Context: an optimization exercise on an open-source flow, tuned for small area, a short achievable clock period and few clock cycles per item. The choices shown serve that exercise and are no tape-out recipe.
RTL that was checked went through simulation tests only; none was proved equivalent to the original.
No functional check of the RTL was part of runs 4 to 7.
Power figures rest on the tool's default switching activity, not on a simulated workload.

[design/flow/config.mk]
export PLATFORM = sky130hd
export DESIGN_NAME = div_avalon
export DESIGN_NICKNAME = div_avalon
export VERILOG_FILES = /design/flow/design.v
export SDC_FILE = /design/flow/constraint.sdc
export NUM_CORES = 4
export LEC_CHECK = 0
export CAP_MARGIN = 20
export CORE_MARGIN = 2
export CORE_UTILIZATION = 40
export SLEW_MARGIN = 20
[design/flow/constraint.sdc]
create_clock -name core_clock -period 5.0 [get_ports {clk}]
set_input_delay 1.0000 -clock core_clock [delete_from_list [all_inputs] [get_ports {clk}]]
set_output_delay 1.0000 -clock core_clock [all_outputs]
set_load 0.01 [all_outputs]
[design/flow/design.v]
module div 
	#(
		parameter W=32,
					 CBIT=6		 
	 )
	(
		input wire clk, reset, str_trg,
		input wire [W-1:0] dvsr, dvnd,
		output reg ready, done_trg,
		output wire [W-1:0] quo,rmd
	);
	localparam [1:0]
		idle = 2'b00,
		op = 2'b01,
		last = 2'b10,
		done = 2'b11;
	reg [1:0] state_reg, state_next;
	reg [W-1:0] rh_reg, rh_next, rl_reg, rl_next, rh_tmp, d_reg, d_next;
	reg [CBIT-1:0] n_reg, n_next;
	reg q_bit, start;
	always @ (posedge clk, posedge reset)
		if (reset)
		begin
			state_reg<=idle;
			rh_reg<=0;
			rl_reg<=0;
			d_reg<=0;
			n_reg<=0;
		end
		else
		begin
			state_reg<=state_next;
			rh_reg<=rh_next;
			rl_reg<=rl_next;
			d_reg<=d_next;
			n_reg<=n_next;
		end
		always @*
		begin
			start = str_trg;
			state_next = state_reg;
			ready = 1'b0;
			done_trg = 1'b0;
			rh_next = rh_reg;
			rl_next = rl_reg;
			d_next = d_reg;
			n_next = n_reg;
			case (state_reg)
				idle:
				begin
					ready = 1'b1;
					if (start)
					begin
						rh_next = 0;
						rl_next = dvnd;   
						d_next = dvsr;    
						n_next = W+1;     
						state_next = op;
					end
				end
				op:
				begin
					rl_next  = {rl_reg[W-2:0], q_bit};
					rh_next = {rh_tmp[W-2:0], rl_reg[W-1]};
					n_next = n_reg-1;
					if (n_next==1)
						state_next = last;
				end
				last:  
				begin
					rl_next = {rl_reg[W-2:0], q_bit};
					rh_next = rh_tmp;
					state_next = done;
				end
				done:
				begin
					done_trg = 1'b1;
					state_next = idle;
				end
				default: state_next = idle;
			endcase
		end
		always @*
			if (rh_reg >= d_reg)
			begin
				rh_tmp = rh_reg - d_reg;
				q_bit=1'b1;
			end
			else
			begin
				rh_tmp = rh_reg;
				q_bit = 1'b0;
			end
		assign quo = rl_reg;
		assign rmd = rh_reg;
endmodule
module div_avalon
	#(
		parameter W     = 32,
				  CBIT  = 6		 
	 )
	(
		input wire clk, reset,
		input wire [2:0] div_address,
		input wire div_chipselect,
		input wire div_write,
		input wire [W-1:0] div_writedata,
		output wire [W-1:0] div_readdata,
		output wire div_irq,
		output wire div_rdy
	);
    localparam [2:0]
        SET_DIVIDEND  = 3'h0,
        SET_DIVISOR   = 3'h1,
        START         = 3'h2,
        GET_QUOTIENT  = 3'h3,
        GET_REMAINDER = 3'h4,
        GET_READY     = 3'h5,
        DONE_TRG      = 3'h6;
	wire div_start, div_ready, set_done_trg, clr_done_trg;
	reg [W-1:0] dvnd_reg, dvsr_reg;
	reg done_trg_reg;
	wire [W-1:0] quo, rmd;
	wire wr_en, wr_dvnd, wr_dvsr;
	div #(.W(32), .CBIT(6)) d1
		 ( .clk(clk), .reset(reset), .str_trg(div_start), .dvsr(dvsr_reg), .dvnd(dvnd_reg),   
		   .ready(div_ready), .done_trg(set_done_trg), .quo(quo), .rmd(rmd));         
	always @ (posedge clk, posedge reset)
	begin
		if (reset)
		begin
			dvnd_reg <= 0;
			dvsr_reg <= 0;
			done_trg_reg <= 0;
		end
		else
		begin
			if (wr_dvnd)
				dvnd_reg <= div_writedata;
			if (wr_dvsr)
				dvsr_reg <= div_writedata;
			if (set_done_trg)
				done_trg_reg <= 1'b1;
			else if (clr_done_trg)
				done_trg_reg <= 1'b0;
		end
	end
	assign wr_en = div_write & div_chipselect;
	assign wr_dvnd = (div_address == SET_DIVIDEND) & wr_en;
	assign wr_dvsr = (div_address == SET_DIVISOR) & wr_en;
	assign div_start = (div_address == START) & wr_en;
	assign clr_done_trg = (div_address == DONE_TRG) & wr_en;
	assign div_readdata = (div_address == GET_QUOTIENT) ? quo :
								 (div_address == GET_REMAINDER) ? rmd :
								 (div_address == GET_READY) ? {31'b0, div_ready} : {31'b0, done_trg_reg};
	assign div_rdy = div_ready;
	assign div_irq = done_trg_reg;
endmodule
[design/flow/run.sh]
#!/bin/bash
# synth_recipe.tcl (not shown) runs the flow's synth.tcl, then flattens the netlist and writes it again
# the make line also repeats each setting of config.mk as NAME=value (left out here)
make -C /OpenROAD-flow-scripts/flow DESIGN_CONFIG=/design/flow/config.mk WORK_HOME=/design/flow/orfs CLKGATE_MAP_FILE= SYNTH_SCRIPT=/design/flow/synth_recipe.tcl finish
==> flow_metrics.py, run 1 <==
metrics = {
    "cts": {
        "cts_buffers": 17,
        "hold_buffers": 0,
        "cts_max_path_buffers": 2,
        "post_cts_resize_count": 0,
        "clk_pin_slew_worst_paths_ps": 70,
        "worstSkewPairLatency_ps": 440,
        "cts_max_level": 4,
        "clock_sinks": 169,
        "tritoncts": "yes",
        "cts_root_buf": "clkbuf_16",
        "cts_setup_buffers": 0,
    },
    "placed_design": {
        "place.gp.congestion": 0.897,
        "port_buffers": 72,
        "hpwl_mm": 15.4,
        "placed_cells": 1240,
    },
    "logic_synthesis": {
        "synth_warnings": 2,
        "seq_area_frac_synth_pct": 45.6,
        "yosys_most_used_dff": "dfrtp_1",
        "avgSynthCellArea_sq_um": 10.1,
        "synth-seq-cells": 169,
        "synthDistinctLibCells": 64,
        "synth_enable_flop_cells": 0,
        "syn_area_sq_mm": 0.00928,
        "synth_fp_nets": 1001,
        "syn_inst": 923,
        "synthArstFlopShare_pct": 100,
    },
    "die": {
        "dieArea_sq_mm": 0.0244,
        "core_area_sq_mm": 0.0227,
        "ios": 73,
        "start_util_pct": 40.8,
        "die_h_microns": 156,
        "die_width_microns": 156,
        "placementRows": 55,
    },
    "worst_setup_path": {
        "cp_slowest_cell": "clkdlybuf4s50_1",
        "cp-end-kind": "output port",
        "cp-start-kind": "input port",
        "crit_chain": "clkdlybuf4s50_1 > inv_1 > nor3_2 > buf_4 > a22o_1 > clkdlybuf4s50_1",
        "crit_family": "buffers and inverters",
        "cp.required_ps": 4000,
        "max_stage_delay_ps": 650,
        "crit_top_cell": "clkdlybuf4s50_1",
        "setup.worst_path.class": "in -> out",
        "crit_arrival_ps": 3050,
        "reg2reg_slack_ps": 1140,
        "reg2reg_from": "d1.rh_reg[0]$_DFFE_PP0P_",
        "timing.rr.end": "d1.rh_reg[7]$_DFFE_PP0P_",
        "r2r_cells": 13,
        "path_buf_inv": 4,
        "crit_fanout": 16,
    },
    "power": {
        "cellPowerDensity_mw_per_mm2": 451,
        "internal-power_uw": 3120,
        "p_sw_uw": 1790,
        "p_seq_share_pct": 38.7,
        "design_power_total_uw": 4910,
        "leakage_uw": 0.00492,
        "power_frac_clock_pct": 27.4,
        "ir_drop_v": 0.000348,
        "p_comb_share_pct": 33.9,
        "switching_share_pct": 36.4,
    },
    "grt": {
        "grt_max_degree": 170,
        "grt.overflow.total": 0,
        "grt_pass1_vias": 6754,
        "antenna_found_initial": 0,
        "grt_pass1_wl_mm": 36.9,
        "track_usage_pct": 19.3,
    },
    "layout": {
        "final_nets": 1052,
        "syn2layout_area_growth_pct": 17.3,
        "instances_no_fill": 1272,
        "drive_gt1_share_pct": 13.0,
        "antennaDiodeCount": 0,
    },
    "sta": {
        "setup_tns_ps": 0,
        "fmax_mhz": 247,
        "finalSetupViolCount": 0,
        "period_minus_slack_ps": 4050,
        "skew_ps": 13.5,
        "tightest_slew_ps": 920,
        "slew_violations": 0,
        "rsz0062_at_grt": "false",
        "finalHoldViolCount": 0,
        "relSlewSlack_pct": 38.7,
        "post-route-period-util_pct": 81.0,
    },
    "route": {
        "drc_errors": 0,
        "drt_iter0_markers": 413,
        "drtAntennaViolNets": 0,
        "wl_per_cell_microns": 17.8,
        "post_drt_via_cell_ratio": 5.55,
        "drt-pass1-iter-count": 4,
        "routed_wl_mm": 22.7,
        "vias": 7063,
    },
    "outcome": {
        "status": "timing/DRC/antenna clean",
    },
    "worst_hold_path": {
        "hp-start": "dvsr_reg[4]$_DFFE_PP0P_",
        "hold_class": "reg -> reg",
        "min_delay_worst_endpoint": "d1.d_reg[4]$_DFFE_PP0P_",
        "holdPathStages": 2,
    },
    "run": {
        "maxCapViolCount": 0,
    },
}
==> power by group through the flow <==
| stage | Clock, uW | Sequential [uW] | Combinational [uW] |
|---|---|---|---|
| global route | 1430 | 1950 | 1840 |
| detailed placement | 0 | 1920 | 1660 |
| finish | 1340 | 1900 | 1670 |
| floorplan | 0 | 1860 | 1220 |
| global placement | 0 | 1920 | 1620 |
| CTS | 1380 | 1900 | 1660 |
==> cells in the mapped netlist, types with 5 or more instances <==
cell      count  area share [%]
o211ai_1      5            0.40
a221o_1       6            0.65
mux2i_1      44             4.7
ha_1         38             5.1
nand3_1      11            0.59
nor3_1        7            0.38
xor2_1       13             1.2
a21o_1       16             1.3
a31oi_1       7            0.47
and3_1        8            0.54
a22oi_1      11            0.89
xnor2_1      16             1.5
buf_1         6            0.24
buf_2         6            0.32
nand4_1       8            0.54
a22o_1       33             3.1
nand2_1     115             4.7
o21ai_1       9            0.49
o221ai_1     13             1.2
o31a_1        5            0.47
mux2_2       68             8.3
dfrtp_1     169              46
nand2b_1      7            0.47
nor2_1       23            0.93
o21ai_0      98             5.3
clkbuf_1     43             1.7
inv_1        51             2.1
a21oi_1      30             1.6
==> worst reg2reg max path: stages (launching register included) <==
cell and delay [ps]:
dfrtp_1 390, inv_1 60, ha_1 210, fa_1 400
nand2b_1 180, a21o_1 190, a2111oi_1 420, or3_1 330
o21ai_1 160, o211ai_4 320, buf_4 420, mux2i_1 330
nor2_1 70, a221o_1 260
==> routing by layer <==
| layer | track usage (%) | wire length [microns] | vias up |
|---|---|---|---|
| met2 | 30.3 | 10200 | 128 |
| li1 | - | - | 3428 |
| met1 | 27.4 | 11300 | 3487 |
| met3 | 3.88 | 874 | 20 |
| met4 | 4.85 | 287 | 0 |
| met5 | 0 | 0 | - |
==> cells by family after synthesis <==
logic type | synth area share, %
buffers and inverters | 4.55
xor gates and xnor gates | 2.74
DFF | 45.6
adders and majority gates | 5.34
and+or+nand+nor | 9.97
AOI/OAI and AO/OA | 18.6
muxes | 13.2
==> metrics by stage <==
stage / utilization (%) / area [sq um] / hold WS (ps) / setup slack [ps]
3_3_place_gp: 45.3 / 10300 / 458 / 1000
3_5_place_dp: 45.3 / 10300 / 467 / 993
6_report: 47.9 / 10900 / 474 / 950
2_1_floorplan: - / 9280 / 446 / 1850
4_1_cts: 47.9 / 10900 / 475 / 961
5_1_grt: 47.9 / 10900 / 510 / 867
==> layout by cell type (no fill, tap or decap), types with 3 or more instances in the layout <==
cell type,count
o211ai_1,5
and3_1,8
nand2b_1,6
nor2_1,23
buf_4,16
a31oi_1,7
and2_1,4
o21a_1,4
inv_1,50
mux2_2,68
o21ai_0,98
clkdlybuf4s50_1,72
o221ai_1,13
a221o_1,6
a22oi_1,11
nand2_1,115
nor2b_1,4
a21o_1,16
dfrtp_1,169
clkinvlp_4,5
clkbuf_16,17
a21oi_1,30
or3_1,3
mux2i_1,44
xor2_1,13
nor3_1,6
ha_1,37
nand4_1,8
nand3_1,11
o21ai_1,9
a222oi_1,3
o31a_1,5
inv_6,3
a22o_1,33
nor4_1,4
xnor2_1,16
==> how the worst max path moves through the flow <==
stage / start / to / slack (ps) / cells after the start
floorplan: reset / d1.d_reg[0]$_DFFE_PP0P_ / 1850 / 1
global placement: div_address[1] / d1.rh_reg[26]$_DFFE_PP0P_ / 1000 / 9
detailed placement: div_address[1] / d1.rh_reg[26]$_DFFE_PP0P_ / 990 / 9
CTS: div_address[2] / div_readdata[14] / 960 / 6
global route: div_address[2] / div_readdata[14] / 870 / 6
finish: div_address[2] / div_readdata[11] / 950 / 6
==> layout make-up <==
type / count / area, sq um
repair buffers: 89 / 861
fillers: 2128 / 11800
clock inverters: 13 / 144
flip-flops and latches: 169 / 4230
inverters: 51 / 195
multi-input cells: 646 / 4660
well taps: 285 / 357
clock buffers: 19 / 443
Testbench counts, summed over its fixed seeds: cycles 81,920, items 2,048.
==> inputs of run 2 (changes only) <==
==> design/flow/design.v (replaced) <==
module div
	#(
		parameter W=32
	 )
	(
		input wire clk, reset, str_trg,
		input wire [W-1:0] dvsr, dvnd,
		output wire ready,
		output reg done_trg,
		output wire [W-1:0] quo, rmd
	);
	function [5:0] clz32;
		input [31:0] x;
		integer i;
		begin
			clz32 = 6'd32;
			for (i = 0; i < 32; i = i + 1)
				if (x[i]) clz32 = 6'd31 - i[5:0];
		end
	endfunction
	reg        busy_reg;
	reg [4:0]  n_reg;
	reg [W-1:0] r_reg, q_reg, d_reg;
	wire [5:0] ca = clz32(dvnd);
	wire [5:0] cd = clz32(dvsr);
	wire       dz = (dvsr == 0);
	wire [5:0] p  = cd - ca;
	wire       imm = dz | (ca > cd);
	wire [W:0] diff = {1'b0, r_reg} - {1'b0, d_reg};
	wire       ge = ~diff[W];
	wire       last = (n_reg == 0);
	always @(posedge clk, posedge reset)
		if (reset)
			busy_reg <= 1'b0;
		else if (str_trg)
			busy_reg <= ~imm;
		else if (last)
			busy_reg <= 1'b0;
	always @(posedge clk)
	begin
		if (str_trg)
		begin
			n_reg <= p[4:0];
			d_reg <= dvsr << p[4:0];
		end
		else
		begin
			n_reg <= n_reg - 1'b1;
			d_reg <= d_reg >> 1;
		end
		if (str_trg)
			r_reg <= dvnd;
		else if (busy_reg & ge)
			r_reg <= diff[W-1:0];
		if (str_trg)
			q_reg <= {W{dz}};
		else if (busy_reg)
			q_reg <= {q_reg[W-2:0], ge};
	end
	always @*
		done_trg = str_trg ? imm : (busy_reg & last);
	assign ready = ~busy_reg;
	assign quo = q_reg;
	assign rmd = r_reg;
endmodule
module div_avalon
	#(
		parameter W     = 32,
				  CBIT  = 6
	 )
	(
		input wire clk, reset,
		input wire [2:0] div_address,
		input wire div_chipselect,
		input wire div_write,
		input wire [W-1:0] div_writedata,
		output wire [W-1:0] div_readdata,
		output wire div_irq,
		output wire div_rdy
	);
	wire div_start, div_ready, set_done_trg, clr_done_trg;
	reg [W-1:0] dvnd_reg, dvsr_reg;
	reg done_trg_reg;
	wire [W-1:0] quo, rmd;
	wire wr_en, wr_dvnd, wr_dvsr;
	div #(.W(32)) d1
		 ( .clk(clk), .reset(reset), .str_trg(div_start), .dvsr(dvsr_reg), .dvnd(dvnd_reg),
		   .ready(div_ready), .done_trg(set_done_trg), .quo(quo), .rmd(rmd));
	always @(posedge clk)
	begin
		if (wr_dvnd)
			dvnd_reg <= div_writedata;
		if (wr_dvsr)
			dvsr_reg <= div_writedata;
	end
	always @(posedge clk, posedge reset)
		if (reset)
			done_trg_reg <= 1'b0;
		else if (set_done_trg)
			done_trg_reg <= 1'b1;
		else if (clr_done_trg)
			done_trg_reg <= 1'b0;
	assign wr_en = div_write & div_chipselect;
	assign wr_dvnd = (div_address == 3'h0) & wr_en;
	assign wr_dvsr = (div_address == 3'h1) & wr_en;
	assign div_start = (div_address == 3'h2) & wr_en & div_ready;
	assign clr_done_trg = (div_address == 3'h6) & wr_en;
	assign div_readdata = (div_address == 3'h3) ? quo :
						  (div_address == 3'h4) ? rmd :
						  {31'b0, (div_address == 3'h5) ? div_ready : done_trg_reg};
	assign div_rdy = div_ready;
	assign div_irq = done_trg_reg;
endmodule
--- a/design/flow/config.mk
+++ b/design/flow/config.mk
@@ -8,4 +8,5 @@
 export CAP_MARGIN = 20
 export CORE_MARGIN = 2
 export CORE_UTILIZATION = 40
+export SETUP_SLACK_MARGIN = 2.2
 export SLEW_MARGIN = 20
==> run 2 against run 1 <==
Net effect:
- still clean
- non-clock buffer count grew 135
- global-route usage grew 4.2 points
- die area grew 9.7%
- power grew 46%
- routed wire length grew 46%
==> flow_metrics.py, run 2 <==
metrics = {
    "worst_setup_path": {
        "setup.worst_path.class": "reg -> reg",
        "cp-start-kind": "flip-flop",
        "cp.required_ps": 5310,
        "cp_slowest_cell": "fa_2",
        "crit_arrival_ps": 4710,
        "cp-end-kind": "flip-flop",
        "r2r_cells": 20,
        "crit_top_cell": "a21oi_1",
        "crit_fanout": 6,
        "crit_chain": "nor2b_4 > o21bai_1 > a21oi_1 > o21ai_1 > a21oi_2 > or3_1 > a21oi_2 > o211a_1 > o32ai_2 > ha_2 > inv_2 > fa_2 > buf_12 > buf_12 > mux2_4 > a22o_4 > mux2i_4 > a21oi_1 > a211oi_1 > a21oi_1",
        "max_stage_delay_ps": 460,
    },
    "die": {
        "dieArea_sq_mm": 0.0268,
        "start_util_pct": 40.6,
        "die_h_microns": 164,
        "core_area_sq_mm": 0.0251,
        "ios": 73,
        "die_width_microns": 164,
        "placementRows": 58,
    },
    "layout": {
        "fill_cells": 2123,
        "drive_gt1_share_pct": 31.2,
        "final_area_sq_mm": 0.0142,
        "final_nets": 1284,
        "final_cell_mix": "128 x edfxtp_1, 85 x buf_4, 83 x nand2_1",
        "syn2layout_area_growth_pct": 39.4,
        "final_common_cell": "edfxtp_1",
        "antennaDiodeCount": 0,
    },
    "route": {
        "drt-pass1-iter-count": 6,
        "wl_per_cell_microns": 21.5,
        "routed_wl_mm": 33.1,
        "drtAntennaViolNets": 0,
        "drc_errors": 0,
        "drt_iter0_markers": 773,
        "post_drt_via_cell_ratio": 5.86,
        "vias": 9042,
    },
    "logic_synthesis": {
        "synthArstFlopShare_pct": 1.20,
        "syn_area_sq_mm": 0.0102,
        "syn_inst": 998,
        "synthTopCellsByCount": "128 x edfxtp_1, 90 x nand2_1, 79 x nor2_1",
        "avgSynthCellArea_sq_um": 10.2,
        "yosysMostFrequentCell": "edfxtp_1",
        "synth_warnings": 2,
        "synth_largest_area_cell": "edfxtp_1",
        "synth_enable_flop_cells": 128,
        "synth_top_area_share_pct": 37.7,
        "yosys_most_used_dff": "edfxtp_1",
        "synthDistinctLibCells": 68,
        "synth_fp_nets": 1083,
        "seq_area_frac_synth_pct": 45.4,
        "synth-seq-cells": 167,
        "synth.area.top_cells": "edfxtp_1 38%, dfxtp_1 7.3%, ha_1 5.4%",
    },
    "sta": {
        "rsz0062_at_grt": "true",
        "tightest_slew_ps": 788,
        "fmax_mhz": 227,
        "setup_tns_ps": 0,
        "relSlewSlack_pct": 47.2,
        "post-route-period-util_pct": 88.0,
        "finalSetupViolCount": 0,
        "skew_ps": 11.0,
        "slew_violations": 0,
        "period_minus_slack_ps": 4400,
        "finalHoldViolCount": 0,
    },
    "cts": {
        "clk_pin_slew_worst_paths_ps": 70,
        "cts_root_buf": "clkbuf_16",
        "cts_max_level": 4,
        "cts_buffers": 17,
        "hold_buffers": 0,
        "worstSkewPairLatency_ps": 440,
        "tritoncts": "yes",
        "clock_sinks": 167,
        "cts_max_path_buffers": 2,
    },
    "power": {
        "cellPowerDensity_mw_per_mm2": 503,
        "p_seq_share_pct": 33.0,
        "leakage_uw": 0.00552,
        "switching_share_pct": 36.1,
        "p_comb_share_pct": 49.2,
        "internal-power_uw": 4570,
        "power_frac_clock_pct": 17.8,
        "p_sw_uw": 2580,
        "ir_drop_v": 0.000221,
    },
    "grt": {
        "grt_pass1_vias": 8525,
        "grt_max_degree": 49,
        "track_usage_pct": 23.5,
        "grt_pass1_wl_mm": 48.1,
        "antenna_found_initial": 0,
        "grt.overflow.total": 0,
    },
    "worst_hold_path": {
        "hold_class": "reg -> reg",
        "holdPathStages": 2,
    },
    "outcome": {
        "status": "timing/DRC/antenna clean",
    },
    "placed_design": {
        "port_buffers": 72,
        "post_dp_cell_area_sq_mm": 0.0115,
        "place.gp.congestion": 0.918,
        "hpwl_mm": 20.4,
    },
    "run": {
        "maxCapViolCount": 0,
    },
}
run 2: changes by cell type in the layout (fill, tap and decap cells not counted), sizes merged, moves of 30 or more:
| cell | delta |
|---|---|
| clkdlybuf4s50 | -35 |
| a211oi | +30 |
| o21ai | -46 |
| edfxtp | +128 |
| mux2 | -66 |
| buf | +169 |
| nor2 | +56 |
| dfrtp | -167 |
| a21oi | +49 |
| dfxtp | +37 |
run 2: kinds of logic (layout without fill, tap and decap cells):
| kind of cell | Yosys count | count (layout) | synth area share, % |
|---|---|---|---|
| buffers and inverters | 107 | 317 | 4.10 |
| AO/OA/AOI/OAI | 329 | 329 | 22.0 |
| adder cells (fa/ha/maj) | 46 | 46 | 5.79 |
| AND/OR/NAND/NOR | 257 | 259 | 11.8 |
| flip-flops | 167 | 167 | 45.4 |
| XOR/XNOR | 33 | 35 | 2.83 |
| multiplexers | 59 | 59 | 8.05 |
run 2: cell type report:
class                           count  area (sq um)  area share (%)
Clock buffer                       24           482            3.39
Clock inverter                      8          73.8           0.519
Inverter                           61           230            1.62
Multi-Input combinational cell    728          6060            42.6
Sequential cell                   167          4630            32.6
Tap cell                          330           413            2.90
Timing Repair Buffer              224          2330            16.4
run 2: repair_timing:
action                                  CTS  global route
endpoints found under the setup margin  200           153
gates resized for setup                 248           126
setup buffers                            69            50
pin swaps                                51            74
cloned                                   12             3
run 2: power by group through the flow:
| stage | combinational (uW) | clock [uW] | sequential (uW) |
|---|---|---|---|
| 3_3_place_gp | 2670 | 0 | 2360 |
| 4_1_cts | 3130 | 1290 | 2340 |
| 6_report | 3520 | 1280 | 2360 |
| 2_1_floorplan | 2120 | 0 | 2270 |
| 3_5_place_dp | 2700 | 0 | 2370 |
| 5_1_grt | 3830 | 1340 | 2400 |
run 2: critical path: cells and delay by family (launching register included):
family / cells / cell delay [ps]
DFF: 1 / 430
muxes: 2 / 560
adders and majority gates: 2 / 660
and+or+nand+nor: 2 / 550
AOI/OAI and AO/OA: 11 / 1700
buffers and inverters: 3 / 360
run 2: per-stage QoR:
step | hold WS [ps] | power, uW | setup WS (ps) | cells | utilization (%)
after detailed placement | 463 | 5070 | 117 | 1376 | 45.7
final | 469 | 7150 | 601 | 1542 | 56.6
after global placement | 449 | 5040 | 202 | 1376 | 45.7
after CTS | 474 | 6760 | 770 | 1489 | 52.6
after floorplan | 425 | 4390 | 1250 | 998 | -
after global routing | 483 | 7560 | 399 | 1542 | 56.6
run 2: final timing paths:
check	endpoint	slack [ps]	startpoint
min	d1.d_reg[4]$_DFF_P_	470	d1.d_reg[5]$_DFF_P_
max	d1.d_reg[30]$_DFF_P_	600	dvnd_reg[0]$_DFFE_PP_
max in group asynchronous	d1.busy_reg$_DFFE_PP0P_	4170	reset
min reg2reg	d1.d_reg[4]$_DFF_P_	470	d1.d_reg[5]$_DFF_P_
min in group asynchronous	done_trg_reg$_DFFE_PP0P_	720	reset
max reg2reg	d1.d_reg[30]$_DFF_P_	600	dvnd_reg[0]$_DFFE_PP_
run 2: routing by layer:
metal	up-vias	global-route usage, %	part of all wire, %
met5	-	0	0
met4	0	9.49	3.6
met3	64	3.66	5.8
met2	366	37.3	47
met1	4442	32.3	44
li1	4170	-	-
Testbench counts of run 2, summed over its fixed seeds: cycles 24,255, items 2,048.
==> inputs of run 3 (changes only) <==
--- a/design/flow/config.mk
+++ b/design/flow/config.mk
@@ -8,5 +8,4 @@
 export CAP_MARGIN = 20
 export CORE_MARGIN = 2
 export CORE_UTILIZATION = 40
-export SETUP_SLACK_MARGIN = 2.2
 export SLEW_MARGIN = 20
==> run 3 against run 2 <==
Net effect:
- combinational power shrank 24%
- hold slack lost 2.3 ps
- synthesized cell count is the same
- critical path depth shrank 4
- still clean
- via count shrank 12%
- die area is the same
- global-route usage shrank 2.5 points
- design area shrank 16%
==> flow_metrics.py, run 3 <==
metrics = {
    "outcome": {
        "status": "timing/DRC/antenna clean",
    },
    "route": {
        "drt_iter0_markers": 687,
        "vias": 7941,
        "wl_per_cell_microns": 19.2,
        "routed_wl_mm": 27.0,
        "drtAntennaViolNets": 0,
        "drt-pass1-iter-count": 5,
        "post_drt_via_cell_ratio": 5.64,
        "drc_errors": 0,
    },
    "sta": {
        "skew_ps": 6.35,
        "fmax_mhz": 216,
        "setup_tns_ps": 0,
        "finalHoldViolCount": 0,
        "finalSetupViolCount": 0,
        "tightest_slew_ps": 1020,
        "slew_violations": 0,
        "relSlewSlack_pct": 31.8,
        "post-route-period-util_pct": 92.8,
        "period_minus_slack_ps": 4640,
        "rsz0062_at_grt": "false",
    },
    "logic_synthesis": {
        "synthDistinctLibCells": 68,
        "syn_inst": 998,
        "syn_area_sq_mm": 0.0102,
        "synth_warnings": 2,
        "synth.area.top_cells": "edfxtp_1 38%, dfxtp_1 7.3%, ha_1 5.4%",
        "synth-seq-cells": 167,
        "synth_top_area_share_pct": 37.7,
        "yosys_most_used_dff": "edfxtp_1",
        "seq_area_frac_synth_pct": 45.4,
        "synth_enable_flop_cells": 128,
        "synth_fp_nets": 1083,
        "avgSynthCellArea_sq_um": 10.2,
        "synthTopCellsByCount": "128 x edfxtp_1, 90 x nand2_1, 79 x nor2_1",
        "synth_largest_area_cell": "edfxtp_1",
        "yosysMostFrequentCell": "edfxtp_1",
        "synthArstFlopShare_pct": 1.20,
    },
    "power": {
        "leakage_uw": 0.00451,
        "internal-power_uw": 4130,
        "switching_share_pct": 35.6,
        "p_seq_share_pct": 36.6,
        "p_comb_share_pct": 41.8,
        "p_sw_uw": 2280,
        "power_frac_clock_pct": 21.6,
        "ir_drop_v": 0.000199,
        "cellPowerDensity_mw_per_mm2": 535,
    },
    "worst_setup_path": {
        "crit_family": "compound AO/OA/AOI/OAI gates",
        "cp.required_ps": 5300,
        "setup.worst_path.class": "reg -> reg",
        "cp-end-kind": "flip-flop",
        "cp-start-kind": "flip-flop",
        "crit_top_cell": "a211oi_1",
        "crit_fanout": 20,
        "crit_arrival_ps": 4940,
        "path_buf_inv": 1,
        "crit_chain": "nor2_1 > o31ai_1 > a211oi_1 > o31ai_1 > a211oi_1 > o31ai_1 > a211oi_1 > nor3_1 > o31a_1 > fa_2 > buf_4 > mux4_2 > mux2i_1 > mux2i_1 > a211oi_1 > a21oi_1",
        "r2r_cells": 16,
        "cp_slowest_cell": "fa_2",
        "max_stage_delay_ps": 890,
        "crit_cells": 16,
    },
    "die": {
        "start_util_pct": 40.6,
        "dieArea_sq_mm": 0.0268,
        "core_area_sq_mm": 0.0251,
        "die_width_microns": 164,
        "die_h_microns": 164,
        "ios": 73,
        "placementRows": 58,
    },
    "layout": {
        "syn2layout_area_growth_pct": 17.5,
        "final_cell_mix": "128 x edfxtp_1, 90 x nand2_1, 76 x a21oi_1",
        "final_nets": 1151,
        "antennaDiodeCount": 0,
        "postLayoutCoreUtil_pct": 47.8,
        "drive_gt1_share_pct": 9.64,
        "final_common_cell": "edfxtp_1",
    },
    "grt": {
        "grtUsageMet1_pct": 31.1,
        "track_usage_pct": 21.0,
        "grt_busiest_layer": "met2",
        "grt_pass1_wl_mm": 43.1,
        "antenna_found_initial": 0,
        "grt_max_degree": 47,
        "grt_pass1_vias": 7606,
        "grt_use_met3_pct": 3.38,
        "gr-usage-met2_pct": 31.3,
        "grt.overflow.total": 0,
    },
    "cts": {
        "cts_setup_buffers": 0,
        "clock_sinks": 167,
        "clk_pin_slew_worst_paths_ps": 70,
        "tritoncts": "yes",
        "cts_root_buf": "clkbuf_16",
        "cts_buffers": 17,
        "worstSkewPairLatency_ps": 430,
        "cts_max_level": 4,
        "cts_max_path_buffers": 2,
    },
    "run": {
        "maxCapViolCount": 0,
    },
    "worst_hold_path": {
        "holdPathStages": 2,
        "hold_class": "reg -> reg",
    },
    "placed_design": {
        "port_buffers": 72,
        "place.gp.congestion": 0.922,
        "hpwl_mm": 20.6,
    },
}
==> run 3: cell counts after synthesis <==
Identical to the previous run, type by type.
==> run 3: worst paths after layout <==
kind	slack (ps)	from	endpoint
worst max-delay path	360	dvsr_reg[5]$_DFFE_PP_	d1.d_reg[28]$_DFF_P_
worst min-delay path	470	d1.d_reg[5]$_DFF_P_	d1.d_reg[4]$_DFF_P_
worst max register to register	360	dvsr_reg[5]$_DFFE_PP_	d1.d_reg[28]$_DFF_P_
worst min register to register	470	d1.d_reg[5]$_DFF_P_	d1.d_reg[4]$_DFF_P_
max in group asynchronous	4140	reset	d1.busy_reg$_DFFE_PP0P_
min in group asynchronous	750	reset	done_trg_reg$_DFFE_PP0P_
==> run 3: metrics by stage <==
| stage | power (uW) | std cells | cell area (sq um) | worst slack (ps) | hold WS [ps] |
|---|---|---|---|---|---|
| after CTS | 6430 | 1409 | 12000 | 341 | 467 |
| after global placement | 4990 | 1377 | 11400 | 435 | 449 |
| after detailed placement | 5040 | 1377 | 11400 | 360 | 453 |
| after global routing | 6870 | 1409 | 12000 | 17.9 | 489 |
| final | 6410 | 1409 | 12000 | 360 | 466 |
| after floorplan | 4330 | 998 | 10200 | 79.6 | 425 |
==> run 3: layer usage <==
metal / wire [microns] / up-vias / part of all wire (%)
met5: 0 / - / 0
met4: 580 / 0 / 2.1
met3: 1160 / 33 / 4.3
met2: 11700 / 223 / 43
li1: - / 3883 / -
met1: 13500 / 3802 / 50
==> run 3: logic make-up after synthesis <==
group,share of synthesized area [%]
compound gates,22.0
xor+xnor,2.83
fa+ha+maj,5.79
buf+inv,4.10
flops,45.4
mux,8.05
simple gates,11.8
==> run 3: final cells by class <==
type                    count  area [sq um]
clock buffers              17           425
clock inverters            15           190
fillers                  2398         13100
inverters                  61           229
multi-input cells         724          5200
flip-flops and latches    167          4630
well taps                 330           413
repair buffers             95           893
==> run 3: power by group through the flow <==
stage               clock network [uW]  registers (uW)  logic, uW
floorplan                            0            2280       2050
global placement                     0            2370       2620
detailed placement                   0            2370       2660
CTS                               1410            2350       2680
global route                      1470            2390       3010
finish                            1380            2350       2680
==> run 3: worst reg2reg max path, cell delays in order (launching register included) <==
cell and delay [ps]:
edfxtp_1 490, nor2_1 130, o31ai_1 80, a211oi_1 270, o31ai_1 90, a211oi_1 250, o31ai_1 110, a211oi_1 240
nor3_1 80, o31a_1 290, fa_2 890, buf_4 310, mux4_2 550, mux2i_1 220, mux2i_1 170, a211oi_1 270
a21oi_1 60
==> run 3: what timing repair did <==
| item | CTS | global route |
|---|---|---|
| hold buffers | 0 | 0 |
| resized for setup | 0 | 0 |
| endpoints found under the setup margin | 0 | 1 |
==> inputs of run 4 (changes only) <==
--- a/design/flow/design.v
+++ b/design/flow/design.v
@@ -5,25 +5,15 @@
 	(
 		input wire clk, reset, str_trg,
 		input wire [W-1:0] dvsr, dvnd,
+		input wire [5:0] cd, ca,
 		output wire ready,
 		output reg done_trg,
 		output wire [W-1:0] quo, rmd
 	);
-	function [5:0] clz32;
-		input [31:0] x;
-		integer i;
-		begin
-			clz32 = 6'd32;
-			for (i = 0; i < 32; i = i + 1)
-				if (x[i]) clz32 = 6'd31 - i[5:0];
-		end
-	endfunction
 	reg        busy_reg;
 	reg [4:0]  n_reg;
 	reg [W-1:0] r_reg, q_reg, d_reg;
-	wire [5:0] ca = clz32(dvnd);
-	wire [5:0] cd = clz32(dvsr);
-	wire       dz = (dvsr == 0);
+	wire       dz = cd[5];
 	wire [5:0] p  = cd - ca;
 	wire       imm = dz | (ca > cd);
 	wire [W:0] diff = {1'b0, r_reg} - {1'b0, d_reg};
@@ -80,18 +70,34 @@
 	);
 	wire div_start, div_ready, set_done_trg, clr_done_trg;
 	reg [W-1:0] dvnd_reg, dvsr_reg;
+	reg [5:0] ca_reg, cd_reg;
 	reg done_trg_reg;
 	wire [W-1:0] quo, rmd;
 	wire wr_en, wr_dvnd, wr_dvsr;
+	reg [5:0] wclz;
+	integer i;
+	always @*
+	begin
+		wclz = 6'd32;
+		for (i = 0; i < W; i = i + 1)
+			if (div_writedata[i]) wclz = 6'd31 - i[5:0];
+	end
 	div #(.W(32)) d1
 		 ( .clk(clk), .reset(reset), .str_trg(div_start), .dvsr(dvsr_reg), .dvnd(dvnd_reg),
+		   .cd(cd_reg), .ca(ca_reg),
 		   .ready(div_ready), .done_trg(set_done_trg), .quo(quo), .rmd(rmd));
 	always @(posedge clk)
 	begin
 		if (wr_dvnd)
+		begin
 			dvnd_reg <= div_writedata;
+			ca_reg <= wclz;
+		end
 		if (wr_dvsr)
+		begin
 			dvsr_reg <= div_writedata;
+			cd_reg <= wclz;
+		end
 	end
 	always @(posedge clk, posedge reset)
 		if (reset)
==> run 4 against run 3 <==
Net effect:
- fmax up 15%
- critical endpoint is now div_readdata[20]
- still clean on timing, DRC and antenna
- area after synthesis down 1.5%
- critical path depth shrank 10
- critical path type is now in -> out
- sequential cell count grew 12
==> flow_metrics.py, run 4 <==
metrics = {
    "worst_setup_path": {
        "cp_slowest_cell": "clkdlybuf4s50_1",
        "path_buf_inv": 3,
        "cp-end-kind": "output port",
        "crit_chain": "clkdlybuf4s50_1 > nand2b_1 > nor2_2 > buf_4 > a22o_1 > clkdlybuf4s50_1",
        "crit_arrival_ps": 3020,
        "cp-start-kind": "input port",
        "crit_fanout": 31,
        "cp.required_ps": 4000,
        "setup.worst_path.class": "in -> out",
        "max_stage_delay_ps": 680,
        "crit_top_cell": "clkdlybuf4s50_1",
        "cp-startpoint": "div_address[2]",
        "crit_family": "buffers and inverters",
        "reg2reg_from": "d1.r_reg[0]$_DFFE_PP_",
    },
    "route": {
        "vias": 7502,
        "post_drt_via_cell_ratio": 5.46,
        "routed_wl_mm": 24.7,
        "drt_iter0_markers": 513,
        "wl_per_cell_microns": 18.0,
        "drtAntennaViolNets": 0,
        "drc_errors": 0,
        "drt-pass1-iter-count": 5,
    },
    "cts": {
        "clk_pin_slew_worst_paths_ps": 60,
        "hold_buffers": 0,
        "post_cts_resize_count": 0,
        "cts_setup_buffers": 0,
        "worstSkewPairLatency_ps": 430,
        "tritoncts": "yes",
        "cts_buffers": 17,
        "clock_sinks": 179,
        "cts_max_path_buffers": 2,
        "cts_root_buf": "clkbuf_16",
        "cts_max_level": 4,
    },
    "logic_synthesis": {
        "synth_enable_flop_cells": 140,
        "seq_area_frac_synth_pct": 49.7,
        "synthDistinctLibCells": 62,
        "synthTopCellsByCount": "140 x edfxtp_1, 86 x nand2_1, 85 x nor2_1",
        "synth.area.top_cells": "edfxtp_1 42%, dfxtp_1 7.4%, ha_1 5.5%",
        "synth_compound_area_share_pct": 20.4,
        "yosysMostFrequentCell": "edfxtp_1",
        "syn_inst": 974,
        "synth_top_family_by_area": "compound AO/OA/AOI/OAI gates",
        "syn_area_sq_mm": 0.0100,
        "synth_top_area_share_pct": 41.9,
        "synthAdderAreaFrac_pct": 5.88,
        "synth_largest_area_cell": "edfxtp_1",
        "synth_fp_nets": 1059,
        "synthArstFlopShare_pct": 1.12,
        "synth_xor_area_share_pct": 3.05,
        "avgSynthCellArea_sq_um": 10.3,
        "synth_warnings": 2,
        "synth-seq-cells": 179,
        "synthMuxAreaShare_pct": 5.77,
        "yosys.area_share.simple_pct": 10.9,
        "yosys_most_used_dff": "edfxtp_1",
    },
    "sta": {
        "fmax_mhz": 249,
        "relSlewSlack_pct": 40.6,
        "post-route-period-util_pct": 80.4,
        "hold-worst-slack_ps": 468,
        "slew_violations": 0,
        "skew_ps": 13.8,
        "rsz0062_at_grt": "false",
        "finalSetupViolCount": 0,
        "setup_tns_ps": 0,
        "period_minus_slack_ps": 4020,
        "tightest_slew_ps": 891,
        "finalHoldViolCount": 0,
    },
    "run": {
        "maxCapViolCount": 0,
    },
    "die": {
        "die_width_microns": 162,
        "dieArea_sq_mm": 0.0264,
        "ios": 73,
        "die_h_microns": 162,
        "start_util_pct": 41.1,
        "placementRows": 57,
        "core_area_sq_mm": 0.0245,
    },
    "layout": {
        "fill_cells": 2304,
        "final_common_cell": "edfxtp_1",
        "final_nets": 1123,
        "seq_area_sq_mm": 0.00499,
        "syn2layout_area_growth_pct": 17.4,
        "final_cell_mix": "140 x edfxtp_1, 86 x nand2_1, 82 x a21oi_1",
        "multi_input_comb_area_sq_mm": 0.00472,
        "antennaDiodeCount": 0,
        "drive_gt1_share_pct": 7.99,
    },
    "power": {
        "ir_drop_v": 0.000193,
        "p_seq_share_pct": 45.6,
        "p_comb_share_pct": 19.6,
        "cellPowerDensity_mw_per_mm2": 325,
        "power_frac_clock_pct": 34.8,
        "p_sw_uw": 1050,
        "leakage_uw": 0.00450,
        "internal-power_uw": 2780,
        "switching_share_pct": 27.3,
    },
    "grt": {
        "antenna_found_initial": 0,
        "grt_max_degree": 67,
        "grt_pass1_vias": 7284,
        "grt_pass1_wl_mm": 39.2,
        "track_usage_pct": 19.2,
        "grt.overflow.total": 0,
    },
    "placed_design": {
        "hpwl_mm": 18.3,
        "place.gp.congestion": 0.887,
        "port_buffers": 72,
    },
    "outcome": {
        "status": "timing/DRC/antenna clean",
    },
    "worst_hold_path": {
        "hold_class": "reg -> reg",
        "hp-start": "d1.d_reg[6]$_DFF_P_",
    },
}
[run 4: kinds of logic (layout without fill, tap and decap cells)]
family,count (synthesis),in the layout
simple gates,242,242
flops,179,179
fa+ha+maj,46,46
mux,54,54
xor+xnor,35,35
compound gates,312,312
buf+inv,106,183
[run 4: stage by stage]
step	area, sq um	worst slack, ps	total power, uW	utilization, %	std cells
after floorplan	10100	648	2300	-	974
after global placement	11200	1010	2510	45.7	1343
after detailed placement	11200	975	2520	45.7	1343
after CTS	11800	975	3860	48.1	1375
after global routing	11800	808	4010	48.2	1375
final	11800	981	3830	48.2	1375
[run 4: power groups by stage]
stage	Clock [uW]	Combinational [uW]	Sequential, uW
2_1_floorplan	0	538	1760
3_3_place_gp	0	734	1780
3_5_place_dp	0	743	1780
4_1_cts	1370	748	1750
5_1_grt	1420	839	1750
6_report	1330	752	1750
[run 4: cell type report]
cell class	count	share of cell area (%)
clock buffer	18	3.64
clock inverter	14	1.33
inverter	61	1.94
multi-input combinational	689	40.1
sequential	179	42.3
tap	324	3.44
timing repair buffer	90	7.26
[run 4: final timing paths]
path                                            end  slack (ps)  cells past startpoint
min in group asynchronous  done_trg_reg$_DFFE_PP0P_         720                      2
setup reg to reg             d1.r_reg[31]$_DFFE_PP_        1110                     13
max in group asynchronous   d1.busy_reg$_DFFE_PP0P_        4170                      2
hold / removal                  d1.d_reg[5]$_DFF_P_         470                      2
hold reg to reg                 d1.d_reg[5]$_DFF_P_         470                      2
setup / recovery                   div_readdata[20]         980                      6
[run 4: worst reg2reg max path: cells and delay by family (launching register included)]
kind / cells / cell delay, ps
AO/OA/AOI/OAI: 8 / 1890
adder cells (fa/ha/maj): 2 / 660
buffers and inverters: 2 / 430
flip-flops: 1 / 350
AND/OR/NAND/NOR: 1 / 170
[run 4: metal layers]
metal / part of all wire [%] / up-vias / wire [microns] / track usage [%]
met1: 49 / 3578 / 12200 / 28.4
met3: 4.5 / 21 / 1110 / 2.72
met4: 0.94 / 0 / 232 / 4.47
li1: - / 3723 / - / -
met5: 0 / - / 0 / 0
met2: 45 / 180 / 11200 / 29.9
==> inputs of run 5 (changes only) <==
--- a/design/flow/config.mk
+++ b/design/flow/config.mk
@@ -8,4 +8,5 @@
 export CAP_MARGIN = 20
 export CORE_MARGIN = 2
 export CORE_UTILIZATION = 40
+export SETUP_SLACK_MARGIN = 1.8
 export SLEW_MARGIN = 20
==> run 5 against run 4 <==
Net effect:
- still clean
- register-to-register slack improved by 700 ps
- critical path depth unchanged
- final cell count increased by 1.6%
- clock power about the same
- area after synthesis unchanged
- routed wire length increased by 9.7%
- core utilization increased by 1.4 points
- critical path type is now reg -> out
- critical endpoint is now div_readdata[0]
==> flow_metrics.py, run 5 <==
metrics = {
    "route": {
        "drc_errors": 0,
        "drt-pass1-iter-count": 5,
        "routed_wl_mm": 27.1,
        "vias": 7775,
        "wl_per_cell_microns": 19.4,
        "drtAntennaViolNets": 0,
        "post_drt_via_cell_ratio": 5.57,
        "drt_iter0_markers": 523,
    },
    "grt": {
        "grt_pass1_vias": 7328,
        "grt_pass1_wl_mm": 40.8,
        "track_usage_pct": 20.2,
        "grt.overflow.total": 0,
        "grt_max_degree": 59,
        "antenna_found_initial": 0,
    },
    "die": {
        "dieArea_sq_mm": 0.0264,
        "ios": 73,
        "start_util_pct": 41.1,
        "die_h_microns": 162,
        "core_area_sq_mm": 0.0245,
        "placementRows": 57,
        "die_width_microns": 162,
    },
    "sta": {
        "finalSetupViolCount": 0,
        "relSlewSlack_pct": 55.1,
        "fmax_mhz": 305,
        "slew_violations": 0,
        "setup_tns_ps": 0,
        "period_minus_slack_ps": 3280,
        "skew_ps": 12.7,
        "tightest_slew_ps": 674,
        "finalHoldViolCount": 0,
        "post-route-period-util_pct": 65.6,
        "setup_ws_ps": 1720,
        "rsz0062_at_grt": "true",
    },
    "worst_setup_path": {
        "crit_top_cell": "o21ai_0",
        "max_stage_delay_ps": 560,
        "crit_family": "buffers and inverters",
        "cp_slowest_cell": "clkdlybuf4s50_1",
        "cp-start-kind": "flip-flop",
        "path_buf_inv": 2,
        "crit_arrival_ps": 2280,
        "cp.required_ps": 4000,
        "crit_fanout": 5,
        "cp-end-kind": "output port",
        "setup.worst_path.class": "reg -> out",
        "reg2reg_slack_ps": 1810,
        "crit_chain": "inv_1 > mux2i_1 > o21ai_0 > nand2_1 > o21ai_0 > clkdlybuf4s50_1",
    },
    "layout": {
        "drive_gt1_share_pct": 13.0,
        "antennaDiodeCount": 0,
        "syn2layout_area_growth_pct": 20.8,
        "final_nets": 1145,
        "final_area_sq_mm": 0.0121,
        "final_cell_mix": "140 x edfxtp_1, 85 x nand2_1, 81 x nor2_1",
        "final_common_cell": "edfxtp_1",
    },
    "logic_synthesis": {
        "yosys_most_used_dff": "edfxtp_1",
        "syn_inst": 974,
        "synth_top_area_share_pct": 41.9,
        "seq_area_frac_synth_pct": 49.7,
        "syn_area_sq_mm": 0.0100,
        "synth_warnings": 2,
        "yosysMostFrequentCell": "edfxtp_1",
        "synth_fp_nets": 1059,
        "avgSynthCellArea_sq_um": 10.3,
        "synth_top_family_by_area": "compound AO/OA/AOI/OAI gates",
        "synthArstFlopShare_pct": 1.12,
        "synth_largest_area_cell": "edfxtp_1",
        "synth_enable_flop_cells": 140,
        "yosys.area_share.simple_pct": 10.9,
        "synth_compound_area_share_pct": 20.4,
        "synth.area.top_cells": "edfxtp_1 42%, dfxtp_1 7.4%, ha_1 5.5%",
        "synthDistinctLibCells": 62,
        "synth_xor_area_share_pct": 3.05,
        "synthAdderAreaFrac_pct": 5.88,
        "synthMuxAreaShare_pct": 5.77,
        "synthTopCellsByCount": "140 x edfxtp_1, 86 x nand2_1, 85 x nor2_1",
        "synth-seq-cells": 179,
    },
    "placed_design": {
        "dpl_worst_slack_ps": 955,
        "post_dp_cell_area_sq_mm": 0.0112,
        "place.gp.congestion": 0.885,
        "port_buffers": 72,
        "hpwl_mm": 18.4,
    },
    "cts": {
        "cts_root_buf": "clkbuf_16",
        "hold_buffers": 0,
        "tritoncts": "yes",
        "cts_max_level": 4,
        "clk_pin_slew_worst_paths_ps": 60,
        "worstSkewPairLatency_ps": 430,
        "clock_sinks": 179,
        "cts_buffers": 17,
        "cts_max_path_buffers": 2,
    },
    "run": {
        "maxCapViolCount": 0,
    },
    "worst_hold_path": {
        "hold_class": "reg -> reg",
    },
    "power": {
        "cellPowerDensity_mw_per_mm2": 320,
        "ir_drop_v": 0.000195,
        "leakage_uw": 0.00476,
    },
    "outcome": {
        "status": "timing/DRC/antenna clean",
    },
}
[run 5: cell counts after synthesis]
No cell type changed its count.
[run 5: timing repair]
| item | CTS | global route |
|---|---|---|
| buffers inserted | 10 | 5 |
| gates resized for setup | 115 | 15 |
| pin swaps | 6 | 10 |
| setup endpoints to repair | 77 | 63 |
| gates cloned | 3 | 4 |
[run 5: worst paths after layout]
| path | start | endpoint | cells after the start |
|---|---|---|---|
| min in group asynchronous | reset | done_trg_reg$_DFFE_PP0P_ | 2 |
| hold / removal | d1.d_reg[7]$_DFF_P_ | d1.d_reg[6]$_DFF_P_ | 2 |
| hold reg to reg | d1.d_reg[7]$_DFF_P_ | d1.d_reg[6]$_DFF_P_ | 2 |
| setup / recovery | d1.busy_reg$_DFFE_PP0P_ | div_readdata[0] | 6 |
| max in group asynchronous | reset | d1.busy_reg$_DFFE_PP0P_ | 2 |
| setup reg to reg | d1.r_reg[0]$_DFFE_PP_ | d1.r_reg[23]$_DFFE_PP_ | 14 |
[run 5: kinds of logic after synthesis]
logic type,Yosys count
simple gates,242
xor+xnor,35
mux,54
fa+ha+maj,46
buf+inv,106
compound gates,312
flops,179
[run 5: cell type report]
type                            count  area (sq um)
Multi-Input combinational cell    691          4840
Clock buffer                       20           447
Timing Repair Buffer              110          1090
Inverter                           61           229
Clock inverter                     12           130
Sequential cell                   179          4990
Fill cell                        2267         12300
Tap cell                          324           405
[run 5: metal layers]
layer	track usage, %	part of all wire [%]	routed length [microns]
met1	29.2	47	12800
met4	6.60	3.2	858
met5	0	0	0
met3	3.26	4.7	1260
met2	31.2	45	12200
[run 5: report_power, final]
| part | internal [uW] | switching, uW | total (uW) |
|---|---|---|---|
| registers | 1700 | 43.0 | 1750 |
| logic | 357 | 436 | 794 |
| clock network | 753 | 589 | 1340 |
| total | 2810 | 1070 | 3880 |
[run 5: worst register-to-register path, delay by kind of cell (launching register included)]
family	cells	cell delay (ps)
DFF	1	370
buffers and inverters	3	360
AOI/OAI and AO/OA	8	1550
and+or+nand+nor	1	140
adders and majority gates	2	480
[run 5: per-stage QoR]
step | power (uW) | hold WS [ps] | util [%] | cells
2_1_floorplan | 2310 | 424 | - | 974
3_3_place_gp | 2510 | 451 | 45.8 | 1343
3_5_place_dp | 2520 | 451 | 45.8 | 1343
4_1_cts | 3870 | 465 | 48.9 | 1388
5_1_grt | 4050 | 473 | 49.6 | 1397
6_report | 3880 | 464 | 49.6 | 1397
==> inputs of run 6 (changes only) <==
--- a/design/flow/config.mk
+++ b/design/flow/config.mk
@@ -8,5 +8,5 @@
 export CAP_MARGIN = 20
 export CORE_MARGIN = 2
 export CORE_UTILIZATION = 40
-export SETUP_SLACK_MARGIN = 1.8
+export SETUP_SLACK_MARGIN = 2.3
 export SLEW_MARGIN = 20
==> run 6 against run 5 <==
Net effect:
- final cell count is 4.6% higher
- routed wire length rose by 7.9%
- largest cell class is now multi-input gates
- highest routed layer unchanged
- power is 4.7% higher
- combinational power grew 23%
- first-iteration DRC count is 45% higher
- register-to-register slack got worse by 80 ps
- sequential share of layout area fell by 4.1 points
- sequential cell count did not move
- largest power group unchanged
==> flow_metrics.py, run 6 <==
metrics = {
    "outcome": {
        "status": "timing/DRC/antenna clean",
    },
    "route": {
        "routed_wl_mm": 29.3,
        "drt_iter0_markers": 759,
        "drt-pass1-iter-count": 5,
        "vias": 8178,
        "post_drt_via_cell_ratio": 5.60,
        "drc_errors": 0,
        "drtAntennaViolNets": 0,
        "wl_per_cell_microns": 20.1,
    },
    "worst_setup_path": {
        "timing.rr.end": "d1.r_reg[12]$_DFFE_PP_",
        "max_stage_delay_ps": 400,
        "crit_arrival_ps": 3410,
        "crit_family": "compound AO/OA/AOI/OAI gates",
        "cp.required_ps": 5150,
        "cp-end-kind": "flip-flop",
        "reg2reg_slack_ps": 1730,
        "crit_chain": "inv_1 > ha_2 > fa_2 > nor2b_2 > o31a_1 > o2111ai_2 > o211ai_1 > a21oi_2 > o21ai_2 > o311ai_2 > o2bb2ai_4 > a21boi_4 > buf_6 > clkbuf_16",
        "reg2reg_from": "d1.r_reg[0]$_DFFE_PP_",
        "setup.worst_path.class": "reg -> reg",
        "cp-start-kind": "flip-flop",
        "path_buf_inv": 3,
        "r2r_cells": 14,
        "cp_slowest_cell": "o211ai_1",
        "crit_cells": 14,
        "crit_fanout": 8,
    },
    "logic_synthesis": {
        "syn_area_sq_mm": 0.0100,
        "yosysMostFrequentCell": "edfxtp_1",
        "synthArstFlopShare_pct": 1.12,
        "synth_top_area_share_pct": 41.9,
        "synth_fp_nets": 1059,
        "syn_inst": 974,
        "synth_largest_area_cell": "edfxtp_1",
        "yosys_most_used_dff": "edfxtp_1",
        "avgSynthCellArea_sq_um": 10.3,
        "synth_warnings": 2,
        "synth_enable_flop_cells": 140,
        "synthTopCellsByCount": "140 x edfxtp_1, 86 x nand2_1, 85 x nor2_1",
        "synth-seq-cells": 179,
        "synth.area.top_cells": "edfxtp_1 42%, dfxtp_1 7.4%, ha_1 5.5%",
        "seq_area_frac_synth_pct": 49.7,
        "synthDistinctLibCells": 62,
    },
    "worst_hold_path": {
        "min_delay_worst_endpoint": "d1.d_reg[4]$_DFF_P_",
        "holdPathStages": 2,
        "hold_class": "reg -> reg",
        "hp-start": "d1.d_reg[5]$_DFF_P_",
    },
    "placed_design": {
        "port_buffers": 72,
        "hpwl_mm": 18.3,
        "place.gp.congestion": 0.890,
    },
    "power": {
        "ir_drop_v": 0.000148,
        "cellPowerDensity_mw_per_mm2": 302,
        "leakage_uw": 0.00525,
    },
    "sta": {
        "relSlewSlack_pct": 53.2,
        "setup_tns_ps": 0,
        "fmax_mhz": 306,
        "hold-worst-slack_ps": 459,
        "finalHoldViolCount": 0,
        "slew_violations": 0,
        "skew_ps": 13.0,
        "post-route-period-util_pct": 65.3,
        "rsz0062_at_grt": "true",
        "tightest_slew_ps": 699,
        "finalSetupViolCount": 0,
        "period_minus_slack_ps": 3270,
    },
    "grt": {
        "grt.overflow.total": 0,
        "grt_max_degree": 52,
        "grt_pass1_vias": 7798,
        "track_usage_pct": 21.7,
        "grt_pass1_wl_mm": 43.5,
        "antenna_found_initial": 0,
    },
    "layout": {
        "final_common_cell": "edfxtp_1",
        "antennaDiodeCount": 0,
        "final_cell_mix": "140 x edfxtp_1, 82 x nand2_1, 75 x nor2_1",
        "final_nets": 1209,
        "drive_gt1_share_pct": 27.1,
        "syn2layout_area_growth_pct": 34.1,
    },
    "die": {
        "die_h_microns": 162,
        "start_util_pct": 41.1,
        "dieArea_sq_mm": 0.0264,
        "placementRows": 57,
        "core_area_sq_mm": 0.0245,
        "ios": 73,
        "die_width_microns": 162,
    },
    "cts": {
        "cts_root_buf": "clkbuf_16",
        "clk_pin_slew_worst_paths_ps": 70,
        "tritoncts": "yes",
        "cts_max_level": 4,
        "worstSkewPairLatency_ps": 440,
        "cts_max_path_buffers": 2,
        "cts_buffers": 17,
        "clock_sinks": 179,
    },
    "run": {
        "maxCapViolCount": 0,
    },
}
## run 6: how the worst max path moves through the flow
stage | end | start | slack (ps)
6_report | d1.r_reg[12]$_DFFE_PP_ | d1.r_reg[0]$_DFFE_PP_ | 1730
5_1_grt | d1.r_reg[12]$_DFFE_PP_ | d1.r_reg[0]$_DFFE_PP_ | 1650
4_1_cts | d1.r_reg[15]$_DFFE_PP_ | d1.r_reg[0]$_DFFE_PP_ | 1730
3_5_place_dp | div_readdata[26] | div_address[1] | 950
3_3_place_gp | div_readdata[31] | div_address[1] | 1000
2_1_floorplan | d1.r_reg[0]$_DFFE_PP_ | d1.r_reg[0]$_DFFE_PP_ | 1790
## run 6: area by class of cell
type | count | area [sq um]
clock buffers | 21 | 450
clock inverters | 11 | 129
fillers | 2109 | 11000
inverters | 61 | 231
multi-input cells | 692 | 5470
flip-flops and latches | 179 | 4990
well taps | 324 | 405
repair buffers | 173 | 1790
## run 6: routing by layer
| metal | part of all wire (%) | global-route usage, % |
|---|---|---|
| met1 | 46 | 30.7 |
| met2 | 46 | 34.6 |
| met3 | 5.4 | 3.39 |
| met4 | 2.5 | 6.07 |
| met5 | 0 | 0 |
## run 6: cell families after synthesis
family,synth area share (%)
AO/OA/AOI/OAI,20.4
AND/OR/NAND/NOR,10.9
XOR/XNOR,3.05
flip-flops,49.7
adder cells (fa/ha/maj),5.88
buffers and inverters,4.29
multiplexers,5.77
## run 6: metrics by stage
| stage | area (sq um) | util (%) | total power (uW) | setup slack [ps] | std cells |
|---|---|---|---|---|---|
| finish | 13500 | 55.1 | 4060 | 1730 | 1461 |
| global route | 13500 | 55.1 | 4230 | 1650 | 1461 |
| CTS | 12700 | 51.9 | 3960 | 1730 | 1428 |
| detailed placement | 11300 | 46.0 | 2540 | 946 | 1344 |
| global placement | 11300 | 46.0 | 2520 | 1000 | 1344 |
| floorplan | 10200 | - | 2310 | 1790 | 974 |
## run 6: worst register-to-register path, delay by kind of cell (launching register included)
| kind | cells | cell delay [ps] |
|---|---|---|
| AOI/OAI and AO/OA | 8 | 1590 |
| buffers and inverters | 3 | 380 |
| and+or+nand+nor | 1 | 140 |
| adders and majority gates | 2 | 520 |
| DFF | 1 | 350 |
## run 6: repair_timing
item / in CTS / in global routing
hold buffers: 0 / 0
pin swaps: 48 / 49
setup buffers: 43 / 28
gates resized for setup: 248 / 109
endpoints found under the setup margin: 162 / 112
gates cloned: 9 / 5
## run 6: where the power goes
part           switching, uW  leakage (uW)  internal, uW
sequential              45.6       0.00158          1700
clock                    581      0.000278           754
combinational            515       0.00340           464
total                   1140       0.00525          2920
==> inputs of run 7 (changes only) <==
--- a/design/flow/config.mk
+++ b/design/flow/config.mk
@@ -8,5 +8,5 @@
 export CAP_MARGIN = 20
 export CORE_MARGIN = 2
 export CORE_UTILIZATION = 40
-export SETUP_SLACK_MARGIN = 2.3
+export SETUP_SLACK_MARGIN = 2.6
 export SLEW_MARGIN = 20
==> run 7 against run 6 <==
Net effect:
- still clean
- global-route usage is 2.1 points higher
- via count is 6.2% higher
- sequential cell count stayed put
- core utilization is 5.4 points higher
- clock skew is 4.1 ps higher
- critical endpoint is now d1.r_reg[31]$_DFFE_PP_
==> flow_metrics.py, run 7 <==
metrics = {
    "outcome": {
        "status": "timing/DRC/antenna clean",
    },
    "die": {
        "placementRows": 57,
        "dieArea_sq_mm": 0.0264,
        "ios": 73,
        "die_width_microns": 162,
        "core_area_sq_mm": 0.0245,
        "start_util_pct": 41.1,
        "die_h_microns": 162,
    },
    "layout": {
        "syn2layout_area_growth_pct": 47.4,
        "antennaDiodeCount": 0,
        "final_cell_mix": "140 x edfxtp_1, 83 x buf_4, 70 x nand2_1",
        "final_common_cell": "edfxtp_1",
        "final_area_sq_mm": 0.0148,
        "postLayoutCoreUtil_pct": 60.5,
        "drive_gt1_share_pct": 38.5,
        "final_nets": 1272,
    },
    "logic_synthesis": {
        "synth_fp_nets": 1059,
        "synth_largest_area_cell": "edfxtp_1",
        "yosys_most_used_dff": "edfxtp_1",
        "synthMuxAreaShare_pct": 5.77,
        "synthAdderAreaFrac_pct": 5.88,
        "yosysMostFrequentCell": "edfxtp_1",
        "seq_area_frac_synth_pct": 49.7,
        "synth.area.top_cells": "edfxtp_1 42%, dfxtp_1 7.4%, ha_1 5.5%",
        "syn_area_sq_mm": 0.0100,
        "synthArstFlopShare_pct": 1.12,
        "syn_inst": 974,
        "synthTopCellsByCount": "140 x edfxtp_1, 86 x nand2_1, 85 x nor2_1",
        "synth_top_area_share_pct": 41.9,
        "synth_xor_area_share_pct": 3.05,
        "avgSynthCellArea_sq_um": 10.3,
        "synth_enable_flop_cells": 140,
        "synth-seq-cells": 179,
        "synth_warnings": 2,
        "synthDistinctLibCells": 62,
        "synth_top_family_by_area": "compound AO/OA/AOI/OAI gates",
        "yosys.area_share.simple_pct": 10.9,
        "synth_compound_area_share_pct": 20.4,
    },
    "sta": {
        "finalHoldViolCount": 0,
        "setup_ws_ps": 1850,
        "finalSetupViolCount": 0,
        "skew_ps": 17.2,
        "post-route-period-util_pct": 63.0,
        "period_minus_slack_ps": 3150,
        "rsz0062_at_grt": "true",
        "slew_violations": 0,
        "tightest_slew_ps": 567,
        "setup_tns_ps": 0,
        "fmax_mhz": 318,
        "relSlewSlack_pct": 61.8,
    },
    "grt": {
        "antenna_found_initial": 0,
        "grt_pass1_vias": 8408,
        "track_usage_pct": 23.7,
        "grt_max_degree": 43,
        "grt_pass1_wl_mm": 47.5,
        "grt.overflow.total": 0,
    },
    "worst_setup_path": {
        "reg2reg_slack_ps": 1850,
        "cp-start-kind": "flip-flop",
        "crit_arrival_ps": 3340,
        "cp-end-kind": "flip-flop",
        "critPathCapture": "d1.r_reg[31]$_DFFE_PP_",
        "timing.rr.end": "d1.r_reg[31]$_DFFE_PP_",
        "r2r_cells": 15,
        "crit_top_cell": "buf_4",
        "setup.worst_path.class": "reg -> reg",
        "crit_chain": "inv_1 > ha_2 > fa_2 > nor2b_4 > o31a_1 > o2111ai_2 > o211ai_1 > buf_4 > a21oi_4 > o21ai_4 > o311ai_4 > o2bb2ai_4 > a21boi_4 > buf_4 > buf_12",
        "crit_fanout": 16,
        "max_stage_delay_ps": 380,
        "cp-startpoint": "d1.r_reg[0]$_DFFE_PP_",
        "reg2reg_from": "d1.r_reg[0]$_DFFE_PP_",
        "cp_slowest_cell": "edfxtp_1",
        "cp.required_ps": 5190,
    },
    "placed_design": {
        "dpl_worst_slack_ps": 906,
        "post_dp_cell_area_sq_mm": 0.0113,
        "hpwl_mm": 18.5,
        "port_buffers": 72,
        "place.gp.congestion": 0.891,
    },
    "cts": {
        "worstSkewPairLatency_ps": 440,
        "cts_max_path_buffers": 2,
        "cts_root_buf": "clkbuf_16",
        "clk_pin_slew_worst_paths_ps": 70,
        "cts_buffers": 17,
        "tritoncts": "yes",
        "cts_max_level": 4,
        "clock_sinks": 179,
        "hold_buffers": 0,
    },
    "route": {
        "drc_errors": 0,
        "routed_wl_mm": 32.8,
        "vias": 8687,
        "drt-pass1-iter-count": 5,
        "wl_per_cell_microns": 21.5,
        "drt_iter0_markers": 985,
        "post_drt_via_cell_ratio": 5.70,
        "drtAntennaViolNets": 0,
    },
    "power": {
        "switching_share_pct": 30.1,
        "ir_drop_v": 0.000240,
        "internal-power_uw": 2990,
        "p_comb_share_pct": 28.0,
        "p_sw_uw": 1280,
        "p_seq_share_pct": 41.0,
        "cellPowerDensity_mw_per_mm2": 288,
        "power_frac_clock_pct": 31.0,
        "leakage_uw": 0.00579,
    },
    "worst_hold_path": {
        "hold_class": "reg -> reg",
        "hp-start": "d1.d_reg[28]$_DFF_P_",
    },
    "run": {
        "maxCapViolCount": 0,
    },
}
run 7: worst min path at each step:
stage | endpoint | slack, ps | depth (start not counted)
2_1_floorplan | d1.d_reg[4]$_DFF_P_ | 420 | 2
3_3_place_gp | d1.d_reg[6]$_DFF_P_ | 450 | 2
3_5_place_dp | d1.d_reg[7]$_DFF_P_ | 450 | 2
4_1_cts | d1.d_reg[27]$_DFF_P_ | 470 | 2
5_1_grt | d1.d_reg[8]$_DFF_P_ | 500 | 2
6_report | d1.d_reg[27]$_DFF_P_ | 470 | 2
run 7: layer usage:
metal	global-route usage (%)	vias to the layer above	wire, microns
met2	38.3	347	15600
met1	32.5	4225	14300
met4	9.01	0	1160
met5	0	-	0
met3	3.34	77	1790
li1	-	4038	-
run 7: repair_timing:
item | 4_1_cts | 5_1_grt
pin swaps | 80 | 97
setup buffers | 96 | 43
endpoints found under the hold margin | 0 | 0
resized for setup | 429 | 140
endpoints found under the setup margin | 246 | 157
cloned | 13 | 0
run 7: cells by family after synthesis:
family,Yosys count
flops,179
fa+ha+maj,46
xor+xnor,35
compound gates,312
buf+inv,106
simple gates,242
mux,54
run 7: layout make-up:
cell class / instances / area, sq um
fillers: 1891 / 9660
repair inverters: 2 / 28.8
flip-flops and latches: 179 / 5000
repair buffers: 233 / 2420
multi-input cells: 693 / 6130
well taps: 324 / 405
inverters: 61 / 249
clock buffers: 17 / 425
clock inverters: 15 / 148
run 7: power by group through the flow:
stage,registers [uW],clock network [uW],logic (uW)
final,1750,1330,1190
after global routing,1760,1400,1270
after CTS,1750,1330,1010
after detailed placement,1780,0,769
after global placement,1780,0,756
after floorplan,1760,0,567
run 7: critical path, delay by kind of cell (launching register included):
family | cells | cell delay [ps]
AOI/OAI and AO/OA | 8 | 1500
buffers and inverters | 4 | 540
DFF | 1 | 380
adders and majority gates | 2 | 400
and+or+nand+nor | 1 | 50
run 7: metrics by stage:
stage               std cells  power, uW  hold slack (ps)
CTS                      1481       4090              467
finish                   1524       4270              468
detailed placement       1340       2550              452
global placement         1340       2530              450
floorplan                 974       2330              424
global route             1524       4430              502

==> port drivers added, routing unchanged <==
The results above use ideal ports. As a check the final layouts listed here were re-extracted and re-timed, cells and wires unchanged. Step 1 assumes that a clkbuf_16 drives the clock port and a buf_2 every other input. Step 2, shift: input delay + t, output delay - t, t = (earliest + latest rising clock arrival at the registers) / 2. This alone moves slack from input paths to output paths. a / b / c = ideal / step 1 / step 2; a / b = the first two.
run	t, ns	setup WS [ns]	latest minus earliest clock arrival (ns)	worst register clock-pin slew, ns
run 1	0.470	0.950 / 0.894 / 0.881	0.015 / 0.014	0.07 / 0.07
run 2	0.480	0.601 / 0.601 / 0.601	0.011 / 0.011	0.07 / 0.07
run 3	0.471	0.360 / 0.360 / 0.360	0.006 / 0.006	0.07 / 0.07
run 4	0.469	0.981 / 0.955 / 0.955	0.014 / 0.014	0.07 / 0.07
run 5	0.480	1.722 / 1.670 / 1.414	0.013 / 0.013	0.07 / 0.07
run 6	0.479	1.734 / 1.734 / 1.734	0.013 / 0.013	0.07 / 0.07
run 7	0.486	1.850 / 1.826 / 1.826	0.018 / 0.017	0.08 / 0.08
After both steps setup and hold are still met in every run listed. The setup slack of run 5, which loses most, moves by -0.052 ns with the drivers and by -0.308 ns with both steps.
